Source: an optimization exercise on an open RTL-to-GDS flow (aim: small area). Production flows keep margins and buffers that such runs may drop. Only simulation tests tie the RTL to the original design; equivalence was not proved. The clock port is modelled as an ideal driver; clocking choices that lean on that would not hold on a real chip.

## pmod_step_interface
module pmod_step_interface(
    input clk,
    input rst,
    input [3:0] rf_input,
    input [1:0] limit_switches,
    output [3:0] signal_out,
    output [3:0] second_signal,
    output [5:0] LED
    );
Size: roughly 22 I/O pins.
Settings: LEC_CHECK=0, CAP_MARGIN=20, CORE_MARGIN=2, CORE_UTILIZATION=40, SLEW_MARGIN=20; clock period 10.0 ns.
standard.sh (not shown) runs the stock make flow with config.mk's settings and CLKGATE_MAP_FILE= SYNTH_SCRIPT=/design/flow/synth_recipe.tcl, a recipe that flattens the netlist after the stock synthesis.
==> flow/flow/run.sh <==
#!/bin/bash
# Own layout flow: the standard synthesis, then the combinational logic between
# the standard synthesis's registers is re-mapped by ABC for area (registers,
# their names and cell types are kept as they are), then the standard ORFS
# layout with small port buffers and a small clock tree.
set -euo pipefail
W=$(pwd)
R=$W/orfs/results/$FLOW_PLATFORM/pmod_step_interface/base
LOGS=$W/orfs/logs/$FLOW_PLATFORM/pmod_step_interface/base
LIB=$FLOW_HOME/platforms/$FLOW_PLATFORM/lib/sky130_fd_sc_hd__tt_025C_1v80.lib

# 1. standard synthesis (netlist only)
bash standard.sh "$R/1_2_yosys.v" > $W/log_1_synth.txt 2>&1
cp "$R/1_2_yosys.v" $W/synth_standard.v

# 2. area re-mapping of the combinational logic
DU=$(grep -o -- "-dont_use [^ ]*" $LOGS/1_2_yosys.log | sort -u | tr '\n' ' ')
sed -e "s#@LIB@#$LIB#g" -e "s#@DU@#$DU#g" -e "s#@IN@#$W/synth_standard.v#g" \
    -e "s#@OUT@#$R/1_2_yosys.v#g" -e "s#@TOP@#$FLOW_TOP#g" flow/reabc.ys > $W/reabc.ys
yosys -s $W/reabc.ys > $W/log_2_reabc.txt 2>&1

# 3. the rest of the standard layout
source flow/knobs.sh
bash standard.sh "${KNOBS[@]}" finish > $W/log_3_layout.txt 2>&1
==> flow/flow/cts_pre.tcl <==
# Clock tree of a single buffer: replaces clock_tree_synthesis for this small
# design. The clock port drives one clock buffer placed at the centre of the
# registers, and that buffer drives every register's clock pin, so all
# registers see the same clock arrival.
rename clock_tree_synthesis orfs_clock_tree_synthesis
proc clock_tree_synthesis {args} {
  set cell $::env(ONE_CLKBUF_CELL)
  set block [ord::get_db_block]
  set net [$block findNet clk]
  set n 0
  set sx 0
  set sy 0
  foreach it [$net getITerms] {
    set inst [$it getInst]
    set loc [$inst getLocation]
    set sx [expr {$sx + [lindex $loc 0]}]
    set sy [expr {$sy + [lindex $loc 1]}]
    incr n
  }
  set dbu [$block getDbUnitsPerMicron]
  set x [expr {double($sx) / $n / $dbu}]
  set y [expr {double($sy) / $n / $dbu}]
  puts "one clock buffer $cell for $n clock pins at ($x, $y)"
  insert_buffer -buffer_cell $cell -net clk -location [list $x $y] \
    -buffer_name clkbuf_0_clk -net_name clknet_0_clk
  [$block findNet clknet_0_clk] setSigType CLOCK
  [$block findNet clk] setSigType CLOCK
  set_propagated_clock [all_clocks]
}
==> flow/flow/knobs.sh <==
export ONE_CLKBUF_CELL=sky130_fd_sc_hd__clkbuf_16
KNOBS=(
  "BUFFER_PORTS_ARGS=-buffer_cell sky130_fd_sc_hd__buf_1"
  "PRE_CTS_TCL=$W/flow/cts_pre.tcl"
)
Other scripts of this flow, unchanged in this note and not shown: flow/flow/reabc.ys
The first run died in 4_1_cts.
Edit:
==> flow/flow/knobs.sh (replaced) <==
KNOBS=(
  "BUFFER_PORTS_ARGS=-buffer_cell sky130_fd_sc_hd__buf_1"
  "CTS_ARGS=-repair_clock_nets -dont_use_dummy_load -root_buf sky130_fd_sc_hd__clkbuf_16 -buf_list sky130_fd_sc_hd__clkbuf_16"
)
removed: flow/flow/cts_pre.tcl
With this change the flow produced a clean layout.
Synthesized cell count stays the same.
Synthesized area does not change.
Edit:
==> flow/flow/cts_pre.tcl (new file) <==
# Clock tree of a single buffer: replaces clock_tree_synthesis for this small
# design. The clock port drives one clock buffer placed at the centre of the
# registers, and that buffer drives every register's clock pin, so all
# registers see the same clock arrival.
rename clock_tree_synthesis orfs_clock_tree_synthesis
proc clock_tree_synthesis {args} {
  set cell $::env(ONE_CLKBUF_CELL)
  set block [ord::get_db_block]
  set net [$block findNet clk]
  set n 0
  set sx 0
  set sy 0
  foreach it [$net getITerms] {
    set inst [$it getInst]
    set loc [$inst getLocation]
    set sx [expr {$sx + [lindex $loc 0]}]
    set sy [expr {$sy + [lindex $loc 1]}]
    incr n
  }
  set dbu [$block getDbUnitsPerMicron]
  set x [expr {double($sx) / $n / $dbu}]
  set y [expr {double($sy) / $n / $dbu}]
  puts "one clock buffer $cell for $n clock pins at ($x, $y)"
  insert_buffer -buffer_cell $cell -net clk -location [list $x $y] \
    -buffer_name clkbuf_0_clk -net_name clknet_0_clk
  [$block findNet clknet_0_clk] setSigType CLOCK
  [$block findNet clk] setSigType CLOCK
  set_propagated_clock [all_clocks]
}
==> flow/flow/knobs.sh (replaced) <==
export ONE_CLKBUF_CELL=sky130_fd_sc_hd__clkbuf_8
KNOBS=(
  "BUFFER_PORTS_ARGS=-buffer_cell sky130_fd_sc_hd__buf_1"
  "PRE_CTS_TCL=$W/flow/cts_pre.tcl"
)
=> The changed run aborted during 4_1_cts; synthesized area does not change; synthesized cell count stays the same.

re-timing with driven ports:
In the flow no input, the clock included, has a driving cell. The finished layout below was timed again as built, in two steps. Step 1 assumes that a clkbuf_16 drives the clock port and a buf_2 every other input. Step 2 also shifts input and output timing later by t, the mid clock arrival at the registers, as if the neighbouring blocks saw the same clock. Three values: no drivers, after step 1, after step 2; two values: the first two.
run: the second run
t, ns: 0.306
setup slack, ns: 6.783 / 6.753 / 7.059
clock arrival spread, ns: 0.006 / 0.006
slew at the worst register clock pin (ns): 0.06 / 0.06
pins driven straight from the clock port: 1
After both steps the second run still meets setup and hold. For the second run, drivers alone change the setup slack by -0.030 ns; drivers and shift together by +0.276 ns.
